From an optimization exercise on the open Yosys and OpenROAD flow, aimed at small area, a short achievable clock period and few clock cycles; shortcuts taken in it are not production practice.
In this exercise RTL edits were held to simulation tests only and were not proved equivalent to the original.
The clock cells of runs 2 to 6 come from the design's own scripts or RTL, not from TritonCTS.
No driver is modelled on the clock port, so clock power and skew are understated where the tree is cut down; a real chip needs a root buffer or a tree.

==> design.v <==
module lcm
#(
    parameter DW = 8
)(
    input  logic[DW-1:0]      data_a   ,
    input  logic[DW-1:0]      data_b   ,
    output logic[DW*2-1:0]    lcm_o    ,
    output logic[DW-1:0]      gcd_o
);
    function automatic [7:0] odd_part(input [7:0] v);
        reg [7:0] t;
        begin
            t = v;
            if (t[3:0] == 4'd0) t = {4'd0, t[7:4]};
            if (t[1:0] == 2'd0) t = {2'd0, t[7:2]};
            if (t[0]   == 1'b0) t = {1'd0, t[7:1]};
            odd_part = t;
        end
    endfunction
    function automatic [15:0] stage(input [7:0] x, input [7:0] y,
                                    input integer w, input integer wxo);
        reg [7:0] d, u, m, yo;
        reg       s, bw;
        integer   i;
        begin
            bw = 1'b0;
            d  = 8'd0;
            for (i = 0; i < w; i = i + 1) begin
                d[i] = x[i] ^ y[i] ^ bw;
                bw   = (~x[i] & y[i]) | (~(x[i] ^ y[i]) & bw);
            end
            s = bw;                        
            m = 8'd0;
            for (i = 0; i < wxo; i = i + 1)
                m[i] = s ? x[i] : y[i];
            u = d ^ {8{s}};
            for (i = w; i < 8; i = i + 1) u[i] = 1'b0;
            if (w > 4 && d[3:0] == 4'd0) begin u = u >> 4; d = d >> 4; end
            if (w > 2 && d[1:0] == 2'd0) begin u = u >> 2; d = d >> 2; end
            if (d[0] == 1'b0)            begin u = u >> 1; end
            yo = y;
            for (i = 0; i < w; i = i + 1) yo[i] = u[i];
            yo[0] = u[0] | s;
            stage = {m, yo};
        end
    endfunction
    function automatic [2:0] gtab(input [3:0] xh, input [3:0] yh);
        begin
            gtab[0] = (yh[0] & ~yh[1] & ~yh[2] & ~yh[3] & ~xh[0] & ~xh[1] & xh[2] & ~xh[3])
                     | (yh[0] & ~xh[0] & xh[1] & xh[3])
                     | (~yh[0] & yh[1] & yh[3] & xh[0])
                     | (yh[0] & yh[1] & yh[2] & ~xh[0] & ~xh[1] & xh[2])
                     | (yh[1] & yh[3] & xh[2])
                     | (yh[0] & ~yh[1] & ~yh[2] & ~yh[3] & xh[0] & ~xh[1] & ~xh[2] & ~xh[3])
                     | (yh[0] & ~yh[1] & ~yh[2] & xh[0] & xh[1] & xh[2])
                     | (yh[0] & yh[1] & ~yh[2] & ~yh[3] & xh[0] & xh[1] & ~xh[2])
                     | (~yh[0] & ~yh[1] & yh[2] & ~yh[3] & xh[0] & ~xh[1] & ~xh[2] & ~xh[3])
                     | (~yh[0] & ~yh[1] & yh[2] & xh[0] & xh[1] & xh[2])
                     | (yh[0] & yh[2] & yh[3] & xh[0])
                     | (yh[0] & yh[1] & yh[2] & xh[0] & xh[1] & xh[2])
                     | (yh[0] & ~yh[1] & yh[2] & xh[0] & ~xh[1] & xh[2])
                     | (yh[0] & yh[1] & yh[2] & xh[0] & ~xh[1] & ~xh[2]);
            gtab[1] = (~yh[0] & yh[1] & ~yh[2] & ~yh[3] & ~xh[0] & xh[1] & ~xh[2] & ~xh[3])
                     | (yh[0] & yh[1] & xh[1] & xh[3])
                     | (~yh[0] & yh[1] & yh[2] & ~xh[0] & xh[1] & xh[2])
                     | (yh[0] & yh[1] & yh[2] & ~xh[0] & xh[1] & ~xh[2])
                     | (yh[2] & yh[3] & xh[1])
                     | (~yh[0] & yh[1] & ~yh[2] & xh[0] & xh[1] & xh[2])
                     | (~yh[0] & yh[1] & yh[3] & xh[0] & xh[1])
                     | (yh[0] & yh[1] & ~yh[2] & ~yh[3] & xh[0] & xh[1] & ~xh[2])
                     | (yh[0] & yh[1] & yh[2] & xh[0] & xh[1] & xh[2]);
            gtab[2] = (~yh[0] & ~yh[1] & yh[2] & ~xh[0] & ~xh[1] & xh[2])
                     | (yh[0] & ~yh[1] & yh[2] & xh[0] & ~xh[1] & xh[2])
                     | (~yh[0] & yh[1] & yh[2] & ~xh[0] & xh[1] & xh[2])
                     | (yh[0] & yh[1] & yh[2] & xh[0] & xh[1] & xh[2]);
        end
    endfunction
    function automatic [15:0] mul8(input [7:0] a, input [7:0] b);
        reg [15:0] acc;
        reg [7:0]  pp;
        reg        c, t;
        integer    i, j;
        begin
            acc = {8'd0, a & {8{b[0]}}};
            for (i = 1; i < 8; i = i + 1) begin
                pp = a & {8{b[i]}};
                c  = 1'b0;
                for (j = 0; j < 8; j = j + 1) begin
                    t        = acc[i+j] ^ pp[j] ^ c;
                    c        = (acc[i+j] & pp[j]) | (acc[i+j] & c) | (pp[j] & c);
                    acc[i+j] = t;
                end
                acc[i+8] = c;
            end
            mul8 = acc;
        end
    endfunction
    logic [7:0]  x, y, o, s, bs, r, q;
    logic [2:0]  k;
    logic        bw, qi, oi, rj;
    logic [15:0] st;
    always_comb begin
        x = odd_part(data_a);
        y = odd_part(data_b);
        st = stage(x, y, 8, 8); x = st[15:8]; y = st[7:0];
        st = stage(x, y, 8, 7); x = st[15:8]; y = st[7:0];
        st = stage(x, y, 7, 6); x = st[15:8]; y = st[7:0];
        st = stage(x, y, 6, 5); x = st[15:8]; y = st[7:0];
        if (~x[0])      o = y;
        else if (~y[0]) o = x;
        else            o = {4'd0, gtab(x[4:1], y[4:1]), 1'b1};
        s    = data_a | data_b;
        k[2] = (s[3:0] == 4'd0);
        if (k[2]) s = {4'd0, s[7:4]};
        k[1] = (s[1:0] == 2'd0);
        if (k[1]) s = {2'd0, s[7:2]};
        k[0] = (s[0] == 1'b0);
        gcd_o = o;
        if (k[0]) gcd_o = {gcd_o[6:0], 1'd0};
        if (k[1]) gcd_o = {gcd_o[5:0], 2'd0};
        if (k[2]) gcd_o = {gcd_o[3:0], 4'd0};
        bs = data_b;
        if (k[0]) bs = {1'd0, bs[7:1]};
        if (k[1]) bs = {2'd0, bs[7:2]};
        if (k[2]) bs = {4'd0, bs[7:4]};
        r = bs;
        for (int i = 0; i < 8; i++) begin
            qi   = r[i];
            q[i] = qi;
            bw   = 1'b0;
            for (int j = i + 1; j < 8; j++) begin
                oi   = o[j-i] & qi;
                rj   = r[j];
                r[j] = rj ^ oi ^ bw;
                bw   = (~rj & oi) | (~(rj ^ oi) & bw);
            end
        end
        lcm_o = mul8(data_a, q);
    end
endmodule
module lcm_top
#(
    parameter DW = 8
)(
    input  logic              clk      ,
    input  logic              rst_n    ,
    input  logic              start    ,
    input  logic[DW-1:0]      data_a   ,
    input  logic[DW-1:0]      data_b   ,
    output logic              done     ,
    output logic[DW*2-1:0]    lcm_o    ,
    output logic[DW-1:0]      gcd_o
);
    logic           busy  ;
    logic[DW*2-1:0] lcm_c ;
    logic[DW-1:0]   gcd_c ;
    logic[DW*3-1:0] r     ;
    lcm #(.DW(DW)) U_LCM (
        .data_a (r[DW-1:0]     ),
        .data_b (r[DW*2-1:DW]  ),
        .lcm_o  (lcm_c         ),
        .gcd_o  (gcd_c         )
    );
    always_ff @(posedge clk, negedge rst_n) begin
        if (!rst_n) done <= 1'b0 ;
        else        done <= busy ;
    end
    always_ff @(posedge clk) begin
        busy <= start ;
    end
    always_ff @(posedge clk) begin
        if (busy) r[DW*2-1:0] <= {lcm_c[DW-1:0], gcd_c} ;
        else      r[DW*2-1:0] <= {data_b, data_a} ;
        r[DW*3-1:DW*2] <= lcm_c[DW*2-1:DW] ;
    end
    assign gcd_o = r[DW-1:0] ;
    assign lcm_o = r[DW*3-1:DW] ;
endmodule
==> flow/run.sh <==
#!/bin/bash
# Own layout flow: the standard ORFS flow (standard.sh), with these
# changes to how the layout is made:
#  - the ABC script that maps the combinational logic to cells is an
#    area-oriented one (flow/abc_area.script) instead of ORFS's, which
#    sizes cells up for speed the design does not need;
#  - after synthesis, flow/faflip.py picks for each full adder whether to
#    use it complemented (a full adder is self-dual), so that fewer
#    inverters sit between adders, and the logic around the adders is
#    mapped again (flow/remap.ys); adders and flip-flops keep their
#    instances, names and cell types. The new netlist is checked against
#    gcd/lcm on all 65536 operand pairs (flow/check_tb.sv) and is used
#    only if it passes;
#  - the port buffers are the smallest buffer, sky130_fd_sc_hd__buf_1;
set -euo pipefail
W=$PWD
LIB=$FLOW_HOME/platforms/sky130hd/lib/sky130_fd_sc_hd__tt_025C_1v80.lib
RES=$W/orfs/results/sky130hd/lcm_top/base
rm -rf "$W/scripts_own"
mkdir -p "$W/scripts_own"
cp -r "$FLOW_HOME/scripts/." "$W/scripts_own/"
cp "$W/flow/abc_area.script" "$W/scripts_own/abc_area.script"
sed -i "s|^log_cmd clock_tree_synthesis .*|source $W/flow/cts_single.tcl|" "$W/scripts_own/cts.tcl"
grep -q "cts_single.tcl" "$W/scripts_own/cts.tcl"
export SCRIPTS_DIR="$W/scripts_own"
export BUFFER_PORTS_ARGS="-buffer_cell sky130_fd_sc_hd__buf_1"

bash "$W/standard.sh" synth > "$W/log_synth.log" 2>&1

# full adder polarity and a second mapping of the logic around the adders
cp "$RES/1_2_yosys.v" "$W/netlist_standard_synth.v"
DU=$(sed -n '/DONT_USE_CELLS/,/^$/p' "$FLOW_HOME/platforms/sky130hd/config.mk" | grep -o 'sky130_fd_sc_hd__[a-z0-9_]*' | sed 's/^/-dont_use /' | tr '\n' ' ')
if python3 "$W/flow/faflip.py" "$W/netlist_standard_synth.v" "$W/netlist_flip.v" > "$W/log_faflip.log" 2>&1; then
  sed -e "s|@LIB@|$LIB|g; s|@IN@|$W/netlist_flip.v|; s|@OUT@|$W/netlist_remap.v|; s|@TOP@|$FLOW_TOP|; s|@SCRIPT@|$W/flow/abc_area.script|; s|@DONTUSE@|$DU|" \
    "$W/flow/remap.ys" > "$W/remap_run.ys"
  if yosys -s "$W/remap_run.ys" > "$W/log_remap.log" 2>&1; then
    # exhaustive check of the new netlist (cells read as their liberty functions)
    mkdir -p "$W/check"
    yosys -p "read_liberty -ignore_miss_func $LIB; read_verilog $W/netlist_remap.v; hierarchy -top $FLOW_TOP; flatten; opt_clean; write_verilog -noattr $W/check/net.v" > "$W/log_check_yosys.log" 2>&1 \
    && (cd "$W/check" && verilator --binary --timing -Wno-fatal -Wno-lint -Wno-style --top-module exh_top -o sim "$W/flow/check_tb.sv" net.v > "$W/log_check_build.log" 2>&1) \
    && "$W/check/obj_dir/sim" > "$W/log_check_sim.log" 2>&1 || true
    if grep -q "EXHTOP errors=0" "$W/log_check_sim.log" 2>/dev/null; then
      cp "$W/netlist_remap.v" "$RES/1_2_yosys.v"
      rm -f "$RES/1_synth.odb" "$RES/1_synth.sdc"
      echo "using the remapped netlist" > "$W/log_choice.log"
    else
      echo "remapped netlist failed its check; using the standard one" > "$W/log_choice.log"
    fi
  fi
fi

bash "$W/standard.sh" finish > "$W/log_layout.log" 2>&1
==> flow/abc_area.script <==
strash
dc2
dch -f
amap
topo
==> flow/check_tb.sv <==
module exh_top;
  logic clk=0, rst_n=0, start=0; logic [7:0] a,b; logic done; logic [15:0] l; logic [7:0] g;
  integer errs=0;
  lcm_top U(.clk(clk),.rst_n(rst_n),.start(start),.data_a(a),.data_b(b),.done(done),.lcm_o(l),.gcd_o(g));
  always #5 clk=~clk;
  function automatic logic [7:0] rg(input logic [7:0] a, input logic [7:0] b);
    logic [7:0] x,y,t; x=a;y=b; while(y!=0) begin t=x%y;x=y;y=t; end return x; endfunction
  initial begin
    repeat(2) @(negedge clk); rst_n=1; @(negedge clk);
    for (int i=0;i<65536;i++) begin
      a=i[7:0]; b=i[15:8]; start=1; @(negedge clk); start=0; a=$random; b=$random; @(negedge clk);
      if (!done || g!==rg(i[7:0],i[15:8]) || l!==((rg(i[7:0],i[15:8])==0)?16'd0:(16'(i[7:0]/rg(i[7:0],i[15:8]))*16'(i[15:8])))) begin errs++; if (errs<10) $display("ERR a=%0d b=%0d g=%0d l=%0d d=%b",i[7:0],i[15:8],g,l,done); end
    end
    $display("EXHTOP errors=%0d",errs); $finish;
  end
endmodule
==> flow/cts_single.tcl <==
# Clock tree for this small design: one clkbuf_16 at the centre of the
# flip-flops drives all their clock pins; the clock port drives only it.
# Sourced by cts.tcl in place of clock_tree_synthesis.
set block [ord::get_db_block]
set sx 0
set sy 0
set n 0
foreach i [$block getInsts] {
  if { ![[$i getMaster] isSequential] } { continue }
  set b [$i getBBox]
  set sx [expr { $sx + ([$b xMin] + [$b xMax]) / 2 }]
  set sy [expr { $sy + ([$b yMin] + [$b yMax]) / 2 }]
  incr n
}
set dbu [$block getDbUnitsPerMicron]
set cx [expr { double($sx) / $n / $dbu }]
set cy [expr { double($sy) / $n / $dbu }]
puts "single clock buffer for $n flip-flops at ($cx, $cy)"
log_cmd insert_buffer -buffer_cell sky130_fd_sc_hd__clkbuf_16 -net clk \
  -location [list $cx $cy] -buffer_name clkbuf_0_clk -net_name clknet_0_clk
foreach name {clk clknet_0_clk} {
  [$block findNet $name] setSigType CLOCK
}
set_propagated_clock [all_clocks]
==> flow/faflip.py <==
#!/usr/bin/env python3
"""Full-adder polarity choice on a mapped sky130 netlist, ahead of a new
logic mapping.

A full adder is self-dual: FA(~a, ~b, ~c) = (~sum, ~cout). Synthesis
leaves inverters on some nets between adder cells (and between adders and
flip-flops). For every fa cell this picks whether to use it in the
complemented sense so that as few of those nets as possible need an
inverter; logic gates are taken as able to absorb an inversion for free
(the logic is mapped again afterwards). A cell used complemented gets an
inverter on each of its pins here, which leaves the function unchanged;
the new mapping then cancels inverter pairs and folds inverters into the
gates around.

usage: faflip2.py IN.v OUT.v
"""
import re, sys, random

INV_RE = re.compile(r'^sky130_fd_sc_hd__(clk)?inv_\d+$')
BUF_RE = re.compile(r'^sky130_fd_sc_hd__(clk)?buf_\d+$')
FA_RE = re.compile(r'^sky130_fd_sc_hd__fa_\d+$')
FIXED_RE = re.compile(r'^sky130_fd_sc_hd__(ha_\d+|df\w+|sdf\w+|edf\w+|dl\w+)$')
OUT_PINS = {'X', 'Y', 'Q', 'Q_N', 'SUM', 'COUT', 'HI', 'LO'}


def main(src, dst):
    text = open(src).read()
    m = re.search(r'\bmodule\s+(\S+)\s*\((.*?)\);(.*?)\bendmodule', text, re.S)
    body = m.group(3)
    cells = []
    for cm in re.finditer(r'^\s*(sky130_fd_sc_hd__\w+)\s+(\S+)\s*\((.*?)\);', body, re.M | re.S):
        pins = [(p, n.strip()) for p, n in re.findall(r'\.(\w+)\(([^()]*)\)', cm.group(3))]
        cells.append((cm.group(1), cm.group(2), pins, cm.start(), cm.end()))
    driver, loads = {}, {}
    for ci, (typ, nm, pins, s, e) in enumerate(cells):
        for p, n in pins:
            if p in OUT_PINS:
                driver[n] = (ci, p)
            else:
                loads.setdefault(n, []).append((ci, p))
    ports = set()
    for dm in re.finditer(r'^\s*(input|output)\s+(\[(\d+):(\d+)\]\s*)?(\S+?)\s*;', body, re.M):
        nm = dm.group(5)
        ports.add(nm)
        if dm.group(2):
            for i in range(min(int(dm.group(3)), int(dm.group(4))), max(int(dm.group(3)), int(dm.group(4))) + 1):
                ports.add('%s[%d]' % (nm, i))
                ports.add('%s [%d]' % (nm, i))
    assigned = set()
    for am in re.finditer(r'^\s*assign\s+(.*?);', body, re.M | re.S):
        assigned.add(am.group(1))

    fa = [ci for ci, c in enumerate(cells) if FA_RE.match(c[0])]
    kind = {}
    for ci, c in enumerate(cells):
        if FA_RE.match(c[0]):
            kind[ci] = 'fa'
        elif FIXED_RE.match(c[0]):
            kind[ci] = 'fixed'
        elif INV_RE.match(c[0]):
            kind[ci] = 'inv'
        elif BUF_RE.match(c[0]):
            kind[ci] = 'buf'
        else:
            kind[ci] = 'logic'

    # walk from every fa/fixed output through inverters/buffers to fa/fixed
    # inputs (and ports): each such connection is a polarity constraint.
    # constraints: (src_cell or None, dst_cell or None, parity)
    cons = []
    def walk(net, par, src):
        for lc, lp in loads.get(net, []):
            k = kind[lc]
            if k in ('inv', 'buf'):
                on = dict(cells[lc][2])[ 'Y' if k == 'inv' else 'X']
                walk(on, par ^ (k == 'inv'), src)
            elif k in ('fa', 'fixed'):
                cons.append((src, lc, par))
        if net in ports or any(net in a for a in assigned):
            cons.append((src, None, par))
    for ci in range(len(cells)):
        if kind[ci] in ('fa', 'fixed'):
            for p, n in cells[ci][2]:
                if p in OUT_PINS:
                    walk(n, 0, ci)
    # input ports straight into adders
    for n in list(loads):
        if n in ports and n not in driver:
            walk(n, 0, None)

    flip = {ci: 0 for ci in fa}
    def f(c):
        return flip.get(c, 0) if c is not None else 0
    by_cell = {}
    for i, (s, d, par) in enumerate(cons):
        for c in (s, d):
            if c in flip:
                by_cell.setdefault(c, []).append(i)
    def ccost(i):
        s, d, par = cons[i]
        return f(s) ^ f(d) ^ par
    start = sum(ccost(i) for i in range(len(cons)))
    best, best_flip = start, dict(flip)
    rnd = random.Random(7)
    order = list(flip)
    for restart in range(40):
        if restart:
            for c in order:
                flip[c] = best_flip[c] if rnd.random() > 0.25 else 1 - best_flip[c]
        improved = True
        while improved:
            improved = False
            rnd.shuffle(order)
            for c in order:
                cs = by_cell.get(c, [])
                before = sum(ccost(i) for i in cs)
                flip[c] ^= 1
                if sum(ccost(i) for i in cs) < before:
                    improved = True
                else:
                    flip[c] ^= 1
        t = sum(ccost(i) for i in range(len(cons)))
        if t < best:
            best, best_flip = t, dict(flip)
    flip = best_flip

    pre = 'flp'
    while re.search(r'\b_?%s\d' % pre, text):
        pre += 'x'
    out, pos, k, extra, wires = [], 0, 0, [], []
    for ci, (typ, nm, pins, s, e) in enumerate(cells):
        out.append(body[pos:s])
        pos = e
        if not flip.get(ci):
            out.append(body[s:e])
            continue
        pl = []
        for p, n in pins:
            w = '_%s%d_' % (pre, k)
            k += 1
            wires.append(w)
            pl.append('.%s(%s )' % (p, w))
            if p in OUT_PINS:     # cell drives ~n on w; n = ~w
                extra.append('  sky130_fd_sc_hd__inv_1 %s_i (.A(%s ), .Y(%s ));' % (w, w, n))
            else:                 # cell wants ~n on its pin
                extra.append('  sky130_fd_sc_hd__inv_1 %s_i (.A(%s ), .Y(%s ));' % (w, n, w))
        out.append('%s %s (%s);' % (typ, nm, ', '.join(pl)))
    out.append(body[pos:])
    newbody = ''.join('\n  wire %s;' % w for w in wires) + ''.join(out).rstrip() + '\n' + '\n'.join(extra) + '\n'
    open(dst, 'w').write(text[:m.start(3)] + newbody + text[m.end(3):])
    print('faflip2: %d full adders, %d flipped; adder-side inverters %d -> %d'
          % (len(fa), sum(flip.values()), start, best))


if __name__ == '__main__':
    main(sys.argv[1], sys.argv[2])
==> flow/remap.ys <==
# Map the combinational logic of a synthesised netlist again, keeping its
# full/half adders and flip-flops (instances, names and cell types) as
# they are.
read_liberty -ignore_miss_func @LIB@
blackbox sky130_fd_sc_hd__fa_1 sky130_fd_sc_hd__fa_2 sky130_fd_sc_hd__fa_4 sky130_fd_sc_hd__ha_1 sky130_fd_sc_hd__ha_2 sky130_fd_sc_hd__ha_4 sky130_fd_sc_hd__dfxtp_1 sky130_fd_sc_hd__dfxtp_2 sky130_fd_sc_hd__dfxtp_4 sky130_fd_sc_hd__dfrtp_1 sky130_fd_sc_hd__dfrtp_2 sky130_fd_sc_hd__dfrtp_4 sky130_fd_sc_hd__conb_1
read_verilog @IN@
hierarchy -top @TOP@
flatten
opt_clean
opt -fast
abc -script @SCRIPT@ -liberty @LIB@ @DONTUSE@
opt_clean -purge
stat -liberty @LIB@
write_verilog -noattr -noexpr @OUT@
==> standard.sh <==
#!/bin/bash
# synth_recipe.tcl (not shown) runs the flow's synth.tcl, then flattens the netlist and writes it again
# the make line also repeats each setting of config.mk as NAME=value (left out here)
make -C /OpenROAD-flow-scripts/flow DESIGN_CONFIG=/design/flow/config.mk WORK_HOME=/design/flow/orfs CLKGATE_MAP_FILE= SYNTH_SCRIPT=/design/flow/synth_recipe.tcl "${@:-finish}"
==> config.mk <==
export PLATFORM = sky130hd
export DESIGN_NAME = lcm_top
export DESIGN_NICKNAME = lcm_top
export VERILOG_FILES = /design/flow/design.v
export SDC_FILE = /design/flow/constraint.sdc
export NUM_CORES = 8
export LEC_CHECK = 0
export ABC_AREA = 1
export CAP_MARGIN = 0
export CORE_MARGIN = 2
export CORE_UTILIZATION = 40
export GPL_TIMING_DRIVEN = 0
export SLEW_MARGIN = 0
==> constraint.sdc <==
create_clock -name core_clock -period 820.0 [get_ports {clk}]
set_input_delay 164.0000 -clock core_clock [delete_from_list [all_inputs] [get_ports {clk}]]
set_output_delay 164.0000 -clock core_clock [all_outputs]
set_load 0.01 [all_outputs]
==> flow_summary.toml, run 1 <==
[placement]
hpwlAfterDp_mm = 12.3
gpl.final_weighted_congestion = 0.971
io_buffers = 43

[floorplanning]
ioPinCount = 44
num_rows = 41
die_w_um = 119
initial_utilization = 0.414
height_of_the_chip_um = 119

[logic_synthesis]
synthesis.instances = 690
average_cell_area_after_synthesis_um2 = 7.66
yosysWarnings = 2
synthesis.nets = 816
synth.cell_area_um2 = 5280

[outcome]
lastStage = "4_1_cts"
result_of_the_run = "did not finish"
firstError = "Error: cts.tcl, 36 invalid command name \"NULL\""
[worst min-delay path by stage]
stage                     slack [ns]              to         start
after floorplan                 0.48  done$_DFF_PN0_  busy$_DFF_P_
after detailed placement        0.59  done$_DFF_PN0_  busy$_DFF_P_
after global placement          0.58  done$_DFF_PN0_  busy$_DFF_P_
[metrics by stage]
step | util | cell area [µm²] | setup slack, ns | std cells
after detailed placement | 0.446 | 5700 | 655.29 | 907
after global placement | 0.443 | 5660 | 655.35 | 905
after floorplan | - | 5280 | 655.57 | 690
Testbench counts, summed over its fixed seeds: cycles 6,408.
==> run 2, diff against run 1 <==
--- a/flow/cts_single.tcl
+++ b/flow/cts_single.tcl
@@ -19,6 +19,3 @@
 log_cmd insert_buffer -buffer_cell sky130_fd_sc_hd__clkbuf_16 -net clk \
   -location [list $cx $cy] -buffer_name clkbuf_0_clk -net_name clknet_0_clk
-foreach name {clk clknet_0_clk} {
-  [$block findNet $name] setSigType CLOCK
-}
 set_propagated_clock [all_clocks]
==> run 2 against run 1 <==
The run now finishes clean. Synthesized cell count is the same. Synthesized area is the same.
==> flow_summary.toml, run 2 <==
[timing]
tightest_slew_ns = 1.11
final_max_slew_viol_count = 0
final_period_minus_worst_setup_slack_ns = 164.92
maximum_clock_frequency_ghz = 0.00606
report.final.hold_viol_count = 0
fin_setup_tns_ns = 0
grt_setup_unrepaired = "false"
timing.final.setup_violations = 0
skew_ns = 0.00425
min_period_over_period = 0.201
slew_headroom = 0.260

[detailed_routing]
first_iter_violations = 364
drt.antenna.violating_nets = 0
dr_total_vias = 5268
avgViaCountPerCell = 5.80
routedWlPerCell_um = 16.0
first_pass_iters = 5
detailed_route_drc_error_count = 0
totalWireLength_mm = 14.5

[clock_network]
cts-hold-fix-buffers = 0
cts-resized-gates = 0
insertion_delay_ns = 0.16
cts.repair_timing.setup_buffer_count = 0
clk_pin_slew_worst_paths_ns = 0.10

[cells_and_area]
final_area_um2 = 5730
layout.area.seq_um2 = 526
fill_cell_instance_count_of_the_final_layout = 1303
reg.largest.list = "r x24, busy x1, done x1"
most-common-layout-cells = "sky130_fd_sc_hd__nor2_1 (172), sky130_fd_sc_hd__clkinv_1 (94), sky130_fd_sc_hd__fa_1 (88), sky130_fd_sc_hd__o22ai_1 (49), sky130_fd_sc_hd__o21ai_0 (44)"
area.growth.synth_to_final_pct = 8.41
multi_input_area_um2 = 4430
commonest_non_fill_non_tap_cell_in_the_layout = "sky130_fd_sc_hd__nor2_1"
diodes = 0
proportion_of_layout_cells_with_a_drive_suffix_above_1 = 0.00951
design.final.nets = 864
max_flop_register = "r"
largest_register_ff_count = 24

[logic_synthesis]
yosysWarnings = 2
average_cell_area_after_synthesis_um2 = 7.66
synth.cell_area_um2 = 5280
synthesis.nets = 816
synthesis.instances = 690

[grt]
grt_antenna_before_repair = 0
gr-usage-all-layers = 0.205
overflow = 0
grt_pass1_vias = 5126
grt_first_pass_wirelength_mm = 24.3
grt_start_max_net_pins = 27

[floorplanning]
initial_utilization = 0.414
height_of_the_chip_um = 119
floorplan.core_area_um2 = 12800
die_area_um2 = 14100
die_w_um = 119
ioPinCount = 44
num_rows = 41

[placement]
io_buffers = 43
placed_cell_area_um2 = 5700
hpwlAfterDp_mm = 12.3
gpl.final_weighted_congestion = 0.971

[setup_path]
cp_max_fo = 7
worstPathCellList = "buf_1"
critical_path_required_ns = 656.00
crit_arrival_ns = 0.92
critical_path.top_delay_family = "flip-flops"
slowest_delay_ns = 0.52
critical_path.slowest_cell = "sky130_fd_sc_hd__dfxtp_1"
path_buf_inv = 1
cp-end-kind = "output port"
worstSetupPathType = "flip-flop to output port"
kind_of_launch_point_of_the_worst_setup_path = "flip-flop"

[outcome]
result_of_the_run = "finished clean"

[hold_path]
hold_path.class = "flip-flop to flip-flop"

[flow_run]
maxCapViolCount = 0
[run 2: area by class of cell, clock buffers not listed]
type	instances	area share
Tap cell	172	0.0376
Multi-Input combinational cell	570	0.773
Inverter	94	0.0616
Sequential cell	26	0.0918
Timing Repair Buffer	45	0.0315
[run 2: through the flow]
step	util	hold WS [ns]	instances	worst slack, ns
final	0.448	0.599	908	655.08
after global routing	0.448	0.629	908	655.04
after CTS	0.448	0.593	908	655.09
after detailed placement	0.446	0.590	907	655.29
after global placement	0.443	0.577	905	655.35
after floorplan	-	0.479	690	655.57
[run 2: layer usage]
metal  track usage  wire length, µm  up-vias
met5             0                0        -
met4        0.0387              335        0
met3       0.00335              628       31
met2         0.358             7030      168
met1         0.287             6550     2534
li1              -                -     2535
[run 2: final timing paths]
| kind | from | end | slack [ns] | cells after the start |
|---|---|---|---|---|
| setup reg to reg | r[0]$_DFF_P_ | r[22]$_DFF_P_ | 790.04 | 100 |
| setup / recovery | r[8]$_DFF_P_ | lcm_o[0] | 655.08 | 1 |
| hold / removal | busy$_DFF_P_ | done$_DFF_PN0_ | 0.60 | 0 |
| max in group asynchronous | rst_n | done$_DFF_PN0_ | 656.31 | 1 |
| min in group asynchronous | rst_n | done$_DFF_PN0_ | 163.58 | 1 |
| hold reg to reg | busy$_DFF_P_ | done$_DFF_PN0_ | 0.60 | 0 |
==> run 3, diff against run 2 <==
--- a/flow/run.sh
+++ b/flow/run.sh
@@ -8,5 +8,6 @@
 #    use it complemented (a full adder is self-dual), so that fewer
 #    inverters sit between adders, and the logic around the adders is
-#    mapped again (flow/remap.ys); adders and flip-flops keep their
+#    mapped again (flow/remap.ys, with ABC's &deepsyn restructuring ahead
+#    of the area mapping, flow/abc_remap.script); adders and flip-flops keep their
 #    instances, names and cell types. The new netlist is checked against
 #    gcd/lcm on all 65536 operand pairs (flow/check_tb.sv) and is used
@@ -32,5 +33,5 @@
 DU=$(sed -n '/DONT_USE_CELLS/,/^$/p' "$FLOW_HOME/platforms/sky130hd/config.mk" | grep -o 'sky130_fd_sc_hd__[a-z0-9_]*' | sed 's/^/-dont_use /' | tr '\n' ' ')
 if python3 "$W/flow/faflip.py" "$W/netlist_standard_synth.v" "$W/netlist_flip.v" > "$W/log_faflip.log" 2>&1; then
-  sed -e "s|@LIB@|$LIB|g; s|@IN@|$W/netlist_flip.v|; s|@OUT@|$W/netlist_remap.v|; s|@TOP@|$FLOW_TOP|; s|@SCRIPT@|$W/flow/abc_area.script|; s|@DONTUSE@|$DU|" \
+  sed -e "s|@LIB@|$LIB|g; s|@IN@|$W/netlist_flip.v|; s|@OUT@|$W/netlist_remap.v|; s|@TOP@|$FLOW_TOP|; s|@SCRIPT@|$W/flow/abc_remap.script|; s|@DONTUSE@|$DU|" \
     "$W/flow/remap.ys" > "$W/remap_run.ys"
   if yosys -s "$W/remap_run.ys" > "$W/log_remap.log" 2>&1; then
==> flow/abc_remap.script (new file) <==
strash
&get -n
&deepsyn -J 100 -T 300
&put
dch -f
amap
topo
==> run 3 against run 2 <==
Cell count shrank 2.0%. Via count shrank 3.1%. First-iteration DRC count grew 11%. Flip-flop and latch count is the same. Cell area shrank 3.1%. Critical endpoint is now lcm_o[5]. Maximum frequency is essentially flat. Still clean.
==> flow_summary.toml, run 3 <==
[outcome]
result_of_the_run = "finished clean"

[cells_and_area]
most-common-layout-cells = "sky130_fd_sc_hd__nor2_1 (168), sky130_fd_sc_hd__fa_1 (88), sky130_fd_sc_hd__clkinv_1 (85), sky130_fd_sc_hd__nand2_1 (54), sky130_fd_sc_hd__o21ai_0 (52)"
reg.largest.list = "r x24, busy x1, done x1"
commonest_non_fill_non_tap_cell_in_the_layout = "sky130_fd_sc_hd__nor2_1"
proportion_of_layout_cells_with_a_drive_suffix_above_1 = 0.00139
layout.core_utilization = 0.441
area.growth.synth_to_final_pct = 7.80
max_flop_register = "r"
largest_register_ff_count = 24
fill_cell_instance_count_of_the_final_layout = 1276
design.final.nets = 846
diodes = 0

[setup_path]
critical_path.top_delay_family = "flip-flops"
critical_path.slowest_cell = "sky130_fd_sc_hd__dfxtp_1"
path_buf_inv = 1
worstSetupPathType = "flip-flop to output port"
crit_arrival_ns = 0.92
cp_max_fo = 8
slowest_delay_ns = 0.54
critical_path_required_ns = 656.00
cp-end-kind = "output port"
worstPathCellList = "buf_1"
kind_of_launch_point_of_the_worst_setup_path = "flip-flop"

[timing]
final_period_minus_worst_setup_slack_ns = 164.92
min_period_over_period = 0.201
timing.final.setup_violations = 0
final_max_slew_viol_count = 0
report.final.hold_viol_count = 0
slew_headroom = 0.184
tightest_slew_ns = 1.22
skew_ns = 0.00594
fin_setup_tns_ns = 0
maximum_clock_frequency_ghz = 0.00606
grt_setup_unrepaired = "false"

[detailed_routing]
totalWireLength_mm = 14.4
routedWlPerCell_um = 16.2
first_iter_violations = 405
first_pass_iters = 5
drt.antenna.violating_nets = 0
detailed_route_drc_error_count = 0
dr_total_vias = 5105
avgViaCountPerCell = 5.74

[placement]
io_buffers = 43
gpl.final_weighted_congestion = 0.903
hpwlAfterDp_mm = 12.2

[grt]
grt_first_pass_wirelength_mm = 23.9
grt_antenna_before_repair = 0
overflow = 0
grt_pass1_vias = 4990
grt_start_max_net_pins = 27
gr-usage-all-layers = 0.206

[logic_synthesis]
yosysWarnings = 2
synthesis.nets = 800
average_cell_area_after_synthesis_um2 = 7.64
synth.cell_area_um2 = 5150
synthesis.instances = 674

[clock_network]
insertion_delay_ns = 0.16
cts-hold-fix-buffers = 0
cts.repair_timing.setup_buffer_count = 0
cts-resized-gates = 0
clk_pin_slew_worst_paths_ns = 0.10

[floorplanning]
floorplan.core_area_um2 = 12600
num_rows = 41
ioPinCount = 44
initial_utilization = 0.409
die_area_um2 = 13800
height_of_the_chip_um = 117
die_w_um = 117

[flow_run]
maxCapViolCount = 0

[hold_path]
hold_path.class = "flip-flop to flip-flop"
## run 3: worst paths after layout
check                         startpoint             end  slack (ns)  depth (start not counted)
max                        r[13]$_DFF_P_        lcm_o[5]      655.08                          1
min in group asynchronous          rst_n  done$_DFF_PN0_      163.57                          1
max in group asynchronous          rst_n  done$_DFF_PN0_      656.33                          1
min                         busy$_DFF_P_  done$_DFF_PN0_        0.59                          0
max reg2reg                 r[4]$_DFF_P_   r[22]$_DFF_P_      792.91                         87
min reg2reg                 busy$_DFF_P_  done$_DFF_PN0_        0.59                          0
## run 3: stage by stage
| stage | hold slack (ns) | area (µm²) | instances | setup WS (ns) |
|---|---|---|---|---|
| finish | 0.593 | 5550 | 890 | 655.08 |
| global route | 0.630 | 5550 | 890 | 655.04 |
| CTS | 0.602 | 5550 | 890 | 655.10 |
| detailed placement | 0.589 | 5520 | 889 | 655.26 |
| global placement | 0.613 | 5520 | 889 | 655.25 |
| floorplan | 0.461 | 5150 | 674 | 655.52 |
## run 3: routing by layer
metal  track usage  up-vias  routed length [µm]
met4        0.0361        0                 228
met1         0.281     2478                6250
met5             0        -                   0
met2         0.371      162                7340
li1              -     2447                   -
met3       0.00438       18                 559
## run 3: cell type report, clock buffers not listed
type	instances	area, µm²	area share
inverter	85	319	0.0575
multi-input combinational	563	4300	0.775
sequential	26	526	0.0947
tap	172	215	0.0388
timing repair buffer	43	161	0.0291
==> run 4, diff against run 3 <==
==> flow/run.sh (replaced) <==
#!/bin/bash
# Own layout flow: the standard ORFS flow (standard.sh), with these
# changes to how the layout is made:
#  - the ABC script that maps the combinational logic to cells in the
#    standard synthesis is an area-oriented one (flow/abc_area.script)
#    instead of ORFS's, which sizes cells up for speed the design does not
#    need;
#  - after synthesis all the combinational logic (adder cells included) is
#    mapped again (flow/remap.ys): ABC's &deepsyn restructures it, then an
#    area mapping (flow/abc_remap.script). This runs with four random
#    seeds side by side and keeps the smallest netlist that passes an
#    exhaustive check against gcd/lcm on all 65536 operand pairs
#    (flow/check_tb.sv); if none passes, the standard netlist is used.
#    The flip-flops keep their instances, names and cell types;
#  - the port buffers are the smallest buffer, sky130_fd_sc_hd__buf_1;
set -euo pipefail
W=$PWD
LIB=$FLOW_HOME/platforms/sky130hd/lib/sky130_fd_sc_hd__tt_025C_1v80.lib
RES=$W/orfs/results/sky130hd/lcm_top/base
rm -rf "$W/scripts_own"
mkdir -p "$W/scripts_own"
cp -r "$FLOW_HOME/scripts/." "$W/scripts_own/"
cp "$W/flow/abc_area.script" "$W/scripts_own/abc_area.script"
sed -i "s|^log_cmd clock_tree_synthesis .*|source $W/flow/cts_single.tcl|" "$W/scripts_own/cts.tcl"
grep -q "cts_single.tcl" "$W/scripts_own/cts.tcl"
export SCRIPTS_DIR="$W/scripts_own"
export BUFFER_PORTS_ARGS="-buffer_cell sky130_fd_sc_hd__buf_1"

bash "$W/standard.sh" synth > "$W/log_synth.log" 2>&1
cp "$RES/1_2_yosys.v" "$W/netlist_standard_synth.v"

DU=$(sed -n '/DONT_USE_CELLS/,/^$/p' "$FLOW_HOME/platforms/sky130hd/config.mk" | grep -o 'sky130_fd_sc_hd__[a-z0-9_]*' | sed 's/^/-dont_use /' | tr '\n' ' ')
remap() {   # seed
  local s=$1 d="$W/remap_s$1"
  mkdir -p "$d"
  sed -e "s|@SEED@|$s|" "$W/flow/abc_remap.script" > "$d/abc.script"
  sed -e "s|@LIB@|$LIB|g; s|@IN@|$W/netlist_standard_synth.v|; s|@OUT@|$d/netlist.v|; s|@TOP@|$FLOW_TOP|; s|@SCRIPT@|$d/abc.script|; s|@DONTUSE@|$DU|" \
    "$W/flow/remap.ys" > "$d/remap.ys"
  yosys -s "$d/remap.ys" > "$W/log_remap_s$s.log" 2>&1 || return 0
  grep -i "chip area" "$W/log_remap_s$s.log" | tail -1 | awk '{print $NF}' > "$d/area"
  # exhaustive check (cells read as their liberty functions)
  yosys -p "read_liberty -ignore_miss_func $LIB; read_verilog $d/netlist.v; hierarchy -top $FLOW_TOP; flatten; opt_clean; write_verilog -noattr $d/net.v" > "$W/log_check_yosys_s$s.log" 2>&1 \
  && (cd "$d" && verilator --binary --timing -Wno-fatal -Wno-lint -Wno-style --top-module exh_top -o sim "$W/flow/check_tb.sv" net.v > "$W/log_check_build_s$s.log" 2>&1) \
  && "$d/obj_dir/sim" > "$W/log_check_sim_s$s.log" 2>&1 || true
  if grep -q "EXHTOP errors=0" "$W/log_check_sim_s$s.log" 2>/dev/null; then touch "$d/ok"; fi
}
for s in 0 1 2 3; do remap $s & done
wait
best=""
for s in 0 1 2 3; do
  d="$W/remap_s$s"
  [[ -f "$d/ok" && -f "$d/area" ]] || continue
  if [[ -z "$best" ]] || awk -v a="$(cat $d/area)" -v b="$(cat $W/remap_s$best/area)" 'BEGIN{exit !(a<b)}'; then best=$s; fi
done
{
  for s in 0 1 2 3; do echo "seed $s: area $(cat $W/remap_s$s/area 2>/dev/null) check $([[ -f $W/remap_s$s/ok ]] && echo pass || echo fail)"; done
  if [[ -n "$best" ]]; then echo "using seed $best"; else echo "using the standard netlist"; fi
} > "$W/log_choice.log"
if [[ -n "$best" ]]; then
  cp "$W/remap_s$best/netlist.v" "$RES/1_2_yosys.v"
  rm -f "$RES/1_synth.odb" "$RES/1_synth.sdc"
fi

bash "$W/standard.sh" finish > "$W/log_layout.log" 2>&1
==> flow/abc_remap.script (replaced) <==
strash
&get -n
&deepsyn -J 100 -T 1800 -S @SEED@
&put
dch -f
amap
topo
==> flow/remap.ys (replaced) <==
# Map all the combinational logic of a synthesised netlist again (the full
# and half adders included, so ABC sees the whole logic), keeping the
# flip-flops (instances, names and cell types) as they are.
read_liberty -ignore_miss_func @LIB@
blackbox sky130_fd_sc_hd__dfxtp_1 sky130_fd_sc_hd__dfxtp_2 sky130_fd_sc_hd__dfxtp_4 sky130_fd_sc_hd__dfrtp_1 sky130_fd_sc_hd__dfrtp_2 sky130_fd_sc_hd__dfrtp_4 sky130_fd_sc_hd__conb_1
read_verilog @IN@
hierarchy -top @TOP@
flatten
opt_clean
opt -fast
abc -script @SCRIPT@ -liberty @LIB@ @DONTUSE@
opt_clean -purge
stat -liberty @LIB@
write_verilog -noattr -noexpr @OUT@
removed: flow/faflip.py
==> run 4 against run 3 <==
Die area decreased by 3.9%. Flip-flop and latch count unchanged. Global-route usage increased by 2.8 points. First-iteration DRC count increased by 26%. Critical path type unchanged. Highest routed layer unchanged.
==> flow_summary.toml, run 4 <==
[outcome]
result_of_the_run = "finished clean"

[grt]
grt_pass1_vias = 5474
grt_antenna_before_repair = 0
gr-usage-all-layers = 0.233
overflow = 0
grt_first_pass_wirelength_mm = 26.0
grt_start_max_net_pins = 27

[setup_path]
worstPathCellList = "buf_1"
worstSetupPathType = "flip-flop to output port"
slowest_delay_ns = 0.89
critical_path.top_delay_family = "flip-flops"
path_buf_inv = 1
worst_r2r_startpoint = "r[0]$_DFF_P_"
crit_arrival_ns = 1.27
cp-end-kind = "output port"
critical_path.slowest_cell = "sky130_fd_sc_hd__dfxtp_1"
worst_r2r_endpoint = "r[23]$_DFF_P_"
kind_of_launch_point_of_the_worst_setup_path = "flip-flop"
reg2reg_setup_slack_ns = 792.88
critical_path_required_ns = 656.00
cp_max_fo = 20
worst-r2r-cell-count = 140

[floorplanning]
die_w_um = 115
initial_utilization = 0.411
floorplan.core_area_um2 = 12000
height_of_the_chip_um = 115
ioPinCount = 44
num_rows = 40
die_area_um2 = 13300

[detailed_routing]
detailed_route_drc_error_count = 0
totalWireLength_mm = 15.6
avgViaCountPerCell = 5.63
drt.antenna.violating_nets = 0
routedWlPerCell_um = 13.7
first_pass_iters = 5
first_iter_violations = 511
dr_total_vias = 6389

[logic_synthesis]
synthesis.instances = 942
average_cell_area_after_synthesis_um2 = 5.24
yosysWarnings = 2
synth.cell_area_um2 = 4940
synthesis.nets = 961

[clock_network]
insertion_delay_ns = 0.17
cts-hold-fix-buffers = 0
cts.repair_timing.setup_buffer_count = 0
clk_pin_slew_worst_paths_ns = 0.11
cts-resized-gates = 0

[timing]
final_period_minus_worst_setup_slack_ns = 165.27
maximum_clock_frequency_ghz = 0.00605
final_worst_path_setup_slack_ns = 654.74
skew_ns = 0.00389
fin_setup_tns_ns = 0
report.final.hold_viol_count = 0
slew_headroom = 0.203
final_max_slew_viol_count = 0
tightest_slew_ns = 1.18
timing.final.setup_violations = 0
grt_setup_unrepaired = "false"
min_period_over_period = 0.202

[cells_and_area]
area.growth.synth_to_final_pct = 7.73
max_flop_register = "r"
final_cell_count_no_fill = 1134
commonest_non_fill_non_tap_cell_in_the_layout = "sky130_fd_sc_hd__nor2_1"
design.final.nets = 1008
proportion_of_layout_cells_with_a_drive_suffix_above_1 = 0.00304
most-common-layout-cells = "sky130_fd_sc_hd__nor2_1 (217), sky130_fd_sc_hd__o21ai_0 (156), sky130_fd_sc_hd__nand2_1 (116), sky130_fd_sc_hd__clkinv_1 (110), sky130_fd_sc_hd__a21oi_1 (106)"
reg.largest.list = "r x24, busy x1, done x1"
diodes = 0
fill_cell_instance_count_of_the_final_layout = 1370
largest_register_ff_count = 24
final_area_um2 = 5320

[placement]
placedCellCount = 1133
gpl.final_weighted_congestion = 0.928
io_buffers = 43
hpwlAfterDp_mm = 12.7
placed_cell_area_um2 = 5300
place_worst_setup_slack_ns = 654.95

[hold_path]
startpoint_of_the_lowest_slack_hold_path = "r[7]$_DFF_P_"
worstHoldPathCells = 1
hold_path.class = "flip-flop to flip-flop"
holdPathEnd = "r[23]$_DFF_P_"

[flow_run]
maxCapViolCount = 0
run 4: area by class of cell, clock buffers not listed:
cell class | count | area, µm² | share of cell area
Inverter | 110 | 413 | 0.0776
Tap cell | 147 | 184 | 0.0346
Sequential cell | 26 | 526 | 0.0988
Timing Repair Buffer | 44 | 166 | 0.0313
Multi-Input combinational cell | 806 | 4010 | 0.753
run 4: worst max path at each step:
| stage | from | endpoint | slack (ns) | depth (start not counted) |
|---|---|---|---|---|
| after global routing | r[1]$_DFF_P_ | gcd_o[1] | 654.68 | 1 |
| final | r[1]$_DFF_P_ | gcd_o[1] | 654.74 | 1 |
| after floorplan | r[1]$_DFF_P_ | gcd_o[1] | 655.37 | 0 |
| after global placement | r[1]$_DFF_P_ | gcd_o[1] | 654.96 | 1 |
| after detailed placement | r[1]$_DFF_P_ | gcd_o[1] | 654.95 | 1 |
| after CTS | r[1]$_DFF_P_ | gcd_o[1] | 654.76 | 1 |
run 4: metrics by stage:
step | hold slack [ns] | utilization
finish | 0.589 | 0.443
global route | 0.603 | 0.443
CTS | 0.577 | 0.443
detailed placement | 0.561 | 0.441
global placement | 0.564 | 0.440
floorplan | 0.514 | -
run 4: routing by layer:
metal	GRT usage	wire, µm
met1	0.348	7770
met2	0.383	6750
met3	0.00791	889
met4	0.0297	179
met5	0	0
==> run 5, diff against run 4 <==
==> flow/run.sh (replaced) <==
#!/bin/bash
# Own layout flow: the standard ORFS flow (standard.sh), with these
# changes to how the layout is made:
#  - the ABC script that maps the combinational logic to cells in the
#    standard synthesis is an area-oriented one (flow/abc_area.script)
#    instead of ORFS's, which sizes cells up for speed the design does not
#    need;
#  - the port buffers are the smallest buffer, sky130_fd_sc_hd__buf_1;
set -euo pipefail
W=$PWD
LIB=$FLOW_HOME/platforms/sky130hd/lib/sky130_fd_sc_hd__tt_025C_1v80.lib
RES=$W/orfs/results/sky130hd/lcm_top/base
rm -rf "$W/scripts_own"
mkdir -p "$W/scripts_own"
cp -r "$FLOW_HOME/scripts/." "$W/scripts_own/"
cp "$W/flow/abc_area.script" "$W/scripts_own/abc_area.script"
sed -i "s|^log_cmd clock_tree_synthesis .*|source $W/flow/cts_single.tcl|" "$W/scripts_own/cts.tcl"
grep -q "cts_single.tcl" "$W/scripts_own/cts.tcl"
export SCRIPTS_DIR="$W/scripts_own"
export BUFFER_PORTS_ARGS="-buffer_cell sky130_fd_sc_hd__buf_1"

bash "$W/standard.sh" synth > "$W/log_synth.log" 2>&1
cp "$RES/1_2_yosys.v" "$W/netlist_standard_synth.v"

DU=$(sed -n '/DONT_USE_CELLS/,/^$/p' "$FLOW_HOME/platforms/sky130hd/config.mk" | grep -o 'sky130_fd_sc_hd__[a-z0-9_]*' | sed 's/^/-dont_use /' | tr '\n' ' ')
remap() {   # input netlist, tag, seed
  local in=$1 t=$2 s=$3 d="$W/remap_$2"
  mkdir -p "$d"
  sed -e "s|@SEED@|$s|" "$W/flow/abc_remap.script" > "$d/abc.script"
  sed -e "s|@LIB@|$LIB|g; s|@IN@|$in|; s|@OUT@|$d/netlist.v|; s|@TOP@|$FLOW_TOP|; s|@SCRIPT@|$d/abc.script|; s|@DONTUSE@|$DU|" \
    "$W/flow/remap.ys" > "$d/remap.ys"
  yosys -s "$d/remap.ys" > "$W/log_remap_$t.log" 2>&1 || return 0
  grep -i "chip area" "$W/log_remap_$t.log" | tail -1 | awk '{print $NF}' > "$d/area"
  # exhaustive check (cells read as their liberty functions)
  yosys -p "read_liberty -ignore_miss_func $LIB; read_verilog $d/netlist.v; hierarchy -top $FLOW_TOP; flatten; opt_clean; write_verilog -noattr $d/net.v" > "$W/log_check_yosys_$t.log" 2>&1 \
  && (cd "$d" && verilator --binary --timing -Wno-fatal -Wno-lint -Wno-style --top-module exh_top -o sim "$W/flow/check_tb.sv" net.v > "$W/log_check_build_$t.log" 2>&1) \
  && "$d/obj_dir/sim" > "$W/log_check_sim_$t.log" 2>&1 || true
  if grep -q "EXHTOP errors=0" "$W/log_check_sim_$t.log" 2>/dev/null; then touch "$d/ok"; fi
}
pick() {    # tags...: prints the tag of the smallest netlist that passed
  local best=""
  for t in "$@"; do
    d="$W/remap_$t"
    [[ -f "$d/ok" && -f "$d/area" ]] || continue
    if [[ -z "$best" ]] || awk -v a="$(cat $d/area)" -v b="$(cat $W/remap_$best/area)" 'BEGIN{exit !(a<b)}'; then best=$t; fi
  done
  echo "$best"
}
# round 1: eight seeds on the standard netlist; round 2: four seeds on the
# best of round 1
R1="a0 a1 a2 a3 a4 a5 a6 a7"
for s in 0 1 2 3 4 5 6 7; do remap "$W/netlist_standard_synth.v" a$s $s & done
wait
b1=$(pick $R1)
R2=""
if [[ -n "$b1" ]]; then
  R2="b0 b1 b2 b3"
  for s in 0 1 2 3; do remap "$W/remap_$b1/netlist.v" b$s $s & done
  wait
fi
best=$(pick $b1 $R2)
{
  for t in $R1 $R2; do echo "$t: area $(cat $W/remap_$t/area 2>/dev/null) check $([[ -f $W/remap_$t/ok ]] && echo pass || echo fail)"; done
  if [[ -n "$best" ]]; then echo "using $best"; else echo "using the standard netlist"; fi
} > "$W/log_choice.log"
if [[ -n "$best" ]]; then
  cp "$W/remap_$best/netlist.v" "$RES/1_2_yosys.v"
  rm -f "$RES/1_synth.odb" "$RES/1_synth.sdc"
fi

bash "$W/standard.sh" finish > "$W/log_layout.log" 2>&1
==> run 5 against run 4 <==
Core utilization is 0.33 points lower. Largest cell class unchanged. Worst setup slack better by 0.079 ns. Critical path type unchanged.
==> flow_summary.toml, run 5 <==
[outcome]
result_of_the_run = "finished clean"

[logic_synthesis]
synth.cell_area_um2 = 4860
yosysWarnings = 2
synthesis.instances = 927
average_cell_area_after_synthesis_um2 = 5.24
synthesis.nets = 946

[setup_path]
cp-end-kind = "output port"
path_buf_inv = 1
timing.critical_path.depth = 1
cp_max_fo = 14
worstPathCellList = "buf_1"
worst_setup_path_endpoint = "gcd_o[1]"
slowest_delay_ns = 0.78
critical_path.top_delay_family = "flip-flops"
worstSetupStartpoint = "r[1]$_DFF_P_"
worst_r2r_startpoint = "r[2]$_DFF_P_"
critical_path.slowest_cell = "sky130_fd_sc_hd__dfxtp_1"
worstSetupPathType = "flip-flop to output port"
reg2reg_setup_slack_ns = 794.34
kind_of_launch_point_of_the_worst_setup_path = "flip-flop"
crit_arrival_ns = 1.19
critical_path_required_ns = 656.00
worst_r2r_endpoint = "r[23]$_DFF_P_"
worst-r2r-cell-count = 131

[placement]
gpl.final_weighted_congestion = 0.971
io_buffers = 43
hpwlAfterDp_mm = 12.3

[flow_run]
maxCapViolCount = 0

[grt]
gr-usage-all-layers = 0.242
grt_pass1_vias = 5598
grt_first_pass_wirelength_mm = 26.6
grt_antenna_before_repair = 0
grt_start_max_net_pins = 27
overflow = 0

[detailed_routing]
detailed_route_drc_error_count = 0
routedWlPerCell_um = 14.1
first_pass_iters = 5
avgViaCountPerCell = 5.77
first_iter_violations = 512
drt.antenna.violating_nets = 0
totalWireLength_mm = 15.8
dr_total_vias = 6463

[timing]
report.final.hold_viol_count = 0
skew_ns = 0.00505
tightest_slew_ns = 1.26
final_max_slew_viol_count = 0
slew_headroom = 0.151
min_period_over_period = 0.201
fin_setup_tns_ns = 0
grt_setup_unrepaired = "false"
final_period_minus_worst_setup_slack_ns = 165.19
maximum_clock_frequency_ghz = 0.00605
timing.final.setup_violations = 0

[cells_and_area]
design.final.nets = 994
largest_register_ff_count = 24
reg.largest.list = "r x24, busy x1, done x1"
area.growth.synth_to_final_pct = 7.86
diodes = 0
proportion_of_layout_cells_with_a_drive_suffix_above_1 = 0.00308
most-common-layout-cells = "sky130_fd_sc_hd__nor2_1 (231), sky130_fd_sc_hd__o21ai_0 (134), sky130_fd_sc_hd__a21oi_1 (127), sky130_fd_sc_hd__nand2_1 (110), sky130_fd_sc_hd__clkinv_1 (96)"
commonest_non_fill_non_tap_cell_in_the_layout = "sky130_fd_sc_hd__nor2_1"
max_flop_register = "r"
layout.core_utilization = 0.440

[floorplanning]
die_w_um = 114
initial_utilization = 0.408
floorplan.core_area_um2 = 11900
ioPinCount = 44
die_area_um2 = 13000
height_of_the_chip_um = 114
num_rows = 40

[clock_network]
clk_pin_slew_worst_paths_ns = 0.12
cts.repair_timing.setup_buffer_count = 0
insertion_delay_ns = 0.18
cts-resized-gates = 0
cts-hold-fix-buffers = 0

[hold_path]
hold_path.class = "flip-flop to flip-flop"
==> run 5: worst min path at each step <==
stage	from	end	slack, ns	cells past startpoint
6_report	r[7]$_DFF_P_	r[23]$_DFF_P_	0.68	1
5_1_grt	r[7]$_DFF_P_	r[23]$_DFF_P_	0.69	1
4_1_cts	r[7]$_DFF_P_	r[23]$_DFF_P_	0.65	1
3_5_place_dp	r[7]$_DFF_P_	r[23]$_DFF_P_	0.63	1
3_3_place_gp	r[7]$_DFF_P_	r[23]$_DFF_P_	0.63	1
2_1_floorplan	busy$_DFF_P_	done$_DFF_PN0_	0.54	0
==> run 5: final cells by class, clock buffers not listed <==
cell class / instances / area, µm²
tap: 147 / 184
inverter: 96 / 360
timing repair buffer: 45 / 171
fill: 1348 / 6670
multi-input combinational: 805 / 3970
sequential: 26 / 526
==> run 5: routing by layer <==
metal / wire, µm / GRT usage / vias to the layer above
met2: 6720 / 0.389 / 227
met4: 299 / 0.0439 / 0
met5: 0 / 0 / -
met3: 1230 / 0.0180 / 28
li1: - / - / 3460
met1: 7600 / 0.357 / 2748
==> run 5: per-stage QoR <==
stage	hold slack [ns]	worst slack, ns	cells	instance area [µm²]
after floorplan	0.537	655.46	927	4860
after global placement	0.631	655.05	1117	5200
after detailed placement	0.630	655.05	1119	5210
after CTS	0.648	654.84	1120	5240
after global routing	0.692	654.80	1120	5240
final	0.682	654.81	1120	5240
==> run 6, diff against run 5 <==
--- a/flow/run.sh
+++ b/flow/run.sh
@@ -15,6 +15,6 @@
 cp -r "$FLOW_HOME/scripts/." "$W/scripts_own/"
 cp "$W/flow/abc_area.script" "$W/scripts_own/abc_area.script"
-sed -i "s|^log_cmd clock_tree_synthesis .*|source $W/flow/cts_single.tcl|" "$W/scripts_own/cts.tcl"
-grep -q "cts_single.tcl" "$W/scripts_own/cts.tcl"
+sed -i "s|^log_cmd clock_tree_synthesis .*|source $W/flow/cts_two.tcl|" "$W/scripts_own/cts.tcl"
+grep -q "cts_two.tcl" "$W/scripts_own/cts.tcl"
 export SCRIPTS_DIR="$W/scripts_own"
 export BUFFER_PORTS_ARGS="-buffer_cell sky130_fd_sc_hd__buf_1"
@@ -47,6 +47,4 @@
   echo "$best"
 }
-# round 1: eight seeds on the standard netlist; round 2: four seeds on the
-# best of round 1
 R1="a0 a1 a2 a3 a4 a5 a6 a7"
 for s in 0 1 2 3 4 5 6 7; do remap "$W/netlist_standard_synth.v" a$s $s & done
@@ -59,7 +57,14 @@
   wait
 fi
-best=$(pick $b1 $R2)
+b2=$(pick $b1 $R2)
+R3=""
+if [[ -n "$b2" && "$b2" != "$b1" ]]; then
+  R3="c0 c1 c2 c3"
+  for s in 0 1 2 3; do remap "$W/remap_$b2/netlist.v" c$s $s & done
+  wait
+fi
+best=$(pick $b2 $R3)
 {
-  for t in $R1 $R2; do echo "$t: area $(cat $W/remap_$t/area 2>/dev/null) check $([[ -f $W/remap_$t/ok ]] && echo pass || echo fail)"; done
+  for t in $R1 $R2 $R3; do echo "$t: area $(cat $W/remap_$t/area 2>/dev/null) check $([[ -f $W/remap_$t/ok ]] && echo pass || echo fail)"; done
   if [[ -n "$best" ]]; then echo "using $best"; else echo "using the standard netlist"; fi
 } > "$W/log_choice.log"
==> flow/cts_two.tcl (new file) <==
# Clock tree for this small design: the flip-flops are split into two
# halves by position and each half gets one clkbuf_8 at its centre, fed
# straight from the clock port (which then drives two cell pins).
# Sourced by cts.tcl in place of clock_tree_synthesis.
set block [ord::get_db_block]
set dbu [$block getDbUnitsPerMicron]
set ffs {}
foreach i [$block getInsts] {
  if { ![[$i getMaster] isSequential] } { continue }
  set b [$i getBBox]
  lappend ffs [list [expr { ([$b xMin] + [$b xMax]) / 2 }] [expr { ([$b yMin] + [$b yMax]) / 2 }] $i]
}
# split along the longer side of the flip-flops' bounding box
set xs [lmap f $ffs {lindex $f 0}]
set ys [lmap f $ffs {lindex $f 1}]
set wx [expr { [tcl::mathfunc::max {*}$xs] - [tcl::mathfunc::min {*}$xs] }]
set wy [expr { [tcl::mathfunc::max {*}$ys] - [tcl::mathfunc::min {*}$ys] }]
set k [expr { $wx >= $wy ? 0 : 1 }]
set ffs [lsort -integer -index $k $ffs]
set h [expr { [llength $ffs] / 2 }]
set groups [list [lrange $ffs 0 [expr { $h - 1 }]] [lrange $ffs $h end]]
set g 0
foreach grp $groups {
  set sx 0
  set sy 0
  set pins {}
  foreach f $grp {
    set sx [expr { $sx + [lindex $f 0] }]
    set sy [expr { $sy + [lindex $f 1] }]
    set inst [lindex $f 2]
    foreach it [$inst getITerms] {
      if { [[$it getMTerm] getSigType] == "CLOCK" || [[$it getMTerm] getName] == "CLK" } {
        lappend pins [get_pins -of_objects [get_cells [$inst getName]] -filter "name == [[$it getMTerm] getName]"]
      }
    }
  }
  set n [llength $grp]
  set cx [expr { double($sx) / $n / $dbu }]
  set cy [expr { double($sy) / $n / $dbu }]
  puts "clock buffer $g for $n flip-flops at ($cx, $cy)"
  log_cmd insert_buffer -buffer_cell sky130_fd_sc_hd__clkbuf_8 -net clk -load_pins $pins \
    -location [list $cx $cy] -buffer_name clkbuf_${g}_clk -net_name clknet_${g}_clk
  incr g
}
set_propagated_clock [all_clocks]
removed: flow/cts_single.tcl
==> run 6 against run 5 <==
Cell area fell by 0.48%. Global-route usage down 0.99 points. Maximum frequency is essentially flat. Worst setup slack improved by 0.095 ns. Synthesized area fell by 0.46%. Clock skew up 0.013 ns. Largest cell class unchanged.
==> flow_summary.toml, run 6 <==
[grt]
grt_pass1_vias = 5616
grt_start_max_net_pins = 21
overflow = 0
grt_first_pass_wirelength_mm = 25.7
gr-usage-all-layers = 0.232
grt_antenna_before_repair = 0

[setup_path]
worst-r2r-cell-count = 126
reg2reg_setup_slack_ns = 794.74
timing.critical_path.depth = 1
slowest_delay_ns = 0.71
critical_path_required_ns = 656.00
kind_of_launch_point_of_the_worst_setup_path = "flip-flop"
worstSetupStartpoint = "r[2]$_DFF_P_"
worst_r2r_endpoint = "r[22]$_DFF_P_"
path_buf_inv = 1
worstSetupPathType = "flip-flop to output port"
worstPathCellList = "buf_1"
cp_max_fo = 13
crit_arrival_ns = 1.09
worst_setup_path_endpoint = "gcd_o[2]"
worst_r2r_startpoint = "r[1]$_DFF_P_"
cp-end-kind = "output port"
critical_path.slowest_cell = "sky130_fd_sc_hd__dfxtp_1"
critical_path.top_delay_family = "flip-flops"

[placement]
io_buffers = 43
gpl.final_weighted_congestion = 0.930
hpwlAfterDp_mm = 12.2

[cells_and_area]
max_flop_register = "r"
layout.core_utilization = 0.438
most-common-layout-cells = "sky130_fd_sc_hd__nor2_1 (202), sky130_fd_sc_hd__o21ai_0 (153), sky130_fd_sc_hd__a21oi_1 (115), sky130_fd_sc_hd__nand2_1 (109), sky130_fd_sc_hd__clkinv_1 (102)"
commonest_non_fill_non_tap_cell_in_the_layout = "sky130_fd_sc_hd__nor2_1"
diodes = 0
design.final.nets = 979
multi_input_area_um2 = 3930
reg.largest.list = "r x24, busy x1, done x1"
largest_register_ff_count = 24
layout.area.seq_um2 = 526
proportion_of_layout_cells_with_a_drive_suffix_above_1 = 0.00313
fill_cell_instance_count_of_the_final_layout = 1312
area.growth.synth_to_final_pct = 7.84

[timing]
maximum_clock_frequency_ghz = 0.00606
min_period_over_period = 0.201
whs_ns = 0.793
final_max_slew_viol_count = 0
skew_ns = 0.0177
tightest_slew_ns = 1.15
report.final.hold_viol_count = 0
slew_headroom = 0.227
timing.final.setup_violations = 0
fin_setup_tns_ns = 0
grt_setup_unrepaired = "false"
final_period_minus_worst_setup_slack_ns = 165.09

[logic_synthesis]
synthesis.nets = 931
synth.cell_area_um2 = 4830
average_cell_area_after_synthesis_um2 = 5.30
synthesis.instances = 912
yosysWarnings = 2

[detailed_routing]
totalWireLength_mm = 15.1
dr_total_vias = 6386
routedWlPerCell_um = 13.7
detailed_route_drc_error_count = 0
drt.antenna.violating_nets = 0
avgViaCountPerCell = 5.78
first_iter_violations = 476
first_pass_iters = 6

[floorplanning]
initial_utilization = 0.406
floorplan.core_area_um2 = 11900
die_w_um = 114
ioPinCount = 44
height_of_the_chip_um = 114
num_rows = 40
die_area_um2 = 13000

[clock_network]
cts.repair_timing.setup_buffer_count = 0
clk_pin_slew_worst_paths_ns = 0.10
insertion_delay_ns = 0.16
cts-hold-fix-buffers = 0
cts-resized-gates = 0

[flow_run]
maxCapViolCount = 0

[outcome]
result_of_the_run = "finished clean"

[hold_path]
hold_path.class = "flip-flop to flip-flop"
==> run 6: area by class of cell, clock buffers not listed <==
cell class              count  share of cell area
multi-input cells         784               0.753
flip-flops and latches     26               0.101
inverters                 102              0.0735
well taps                 147              0.0353
repair buffers             44              0.0319
==> run 6: stage by stage <==
step                worst slack (ns)  std cells  cell area, µm²
floorplan                     655.48        912            4830
global route                  654.90       1105            5210
finish                        654.91       1105            5210
detailed placement            655.15       1103            5180
global placement              655.14       1102            5180
CTS                           654.95       1105            5210
==> run 6: worst min-delay path by stage <==
| stage | startpoint | endpoint | slack, ns | cells past startpoint |
|---|---|---|---|---|
| CTS | r[0]$_DFF_P_ | r[8]$_DFF_P_ | 0.78 | 1 |
| finish | r[0]$_DFF_P_ | r[8]$_DFF_P_ | 0.79 | 1 |
| global route | r[0]$_DFF_P_ | r[8]$_DFF_P_ | 0.83 | 1 |
| floorplan | busy$_DFF_P_ | done$_DFF_PN0_ | 0.55 | 0 |
| detailed placement | r[0]$_DFF_P_ | r[8]$_DFF_P_ | 0.76 | 1 |
| global placement | r[0]$_DFF_P_ | r[8]$_DFF_P_ | 0.78 | 1 |
==> run 6: routing by layer <==
| metal | global-route usage | part of all wire | up-vias |
|---|---|---|---|
| li1 | - | - | 3441 |
| met1 | 0.319 | 0.48 | 2742 |
| met2 | 0.396 | 0.44 | 172 |
| met3 | 0.0197 | 0.053 | 31 |
| met4 | 0.0512 | 0.022 | 0 |
| met5 | 0 | 0 | - |

[afterwards: timing with drivers on the ports]
No port has a modelled driver above. Below, the same layouts with a new extraction and two added sets of constraints.
Step 1 assumes that a clkbuf_16 drives the clock port and a buf_2 every other input.
Step 2 moves the port delays by t, midway between the first and last clock arrival at a register: inputs arrive t later, outputs are due t later. That takes back most of the time a late clock gives input paths.
Slacks: ideal / step 1 / step 2; pairs: ideal / step 1.
run | shift t [ns] | setup slack, ns | worst slew at a driven data input, ns | cell pins on the clock port's net
run 2 | 0.189 | 655.080 / 655.052 / 655.241 | 0.04 | 1
run 3 | 0.193 | 655.082 / 655.051 / 655.225 | 0.04 | 1
run 4 | 0.200 | 654.735 / 654.699 / 654.899 | 0.03 | 1
run 5 | 0.210 | 654.814 / 654.779 / 654.990 | 0.04 | 1
run 6 | 0.198 | 654.909 / 654.863 / 655.061 | 0.05 | 2
After both steps setup and hold are still met in every run listed.
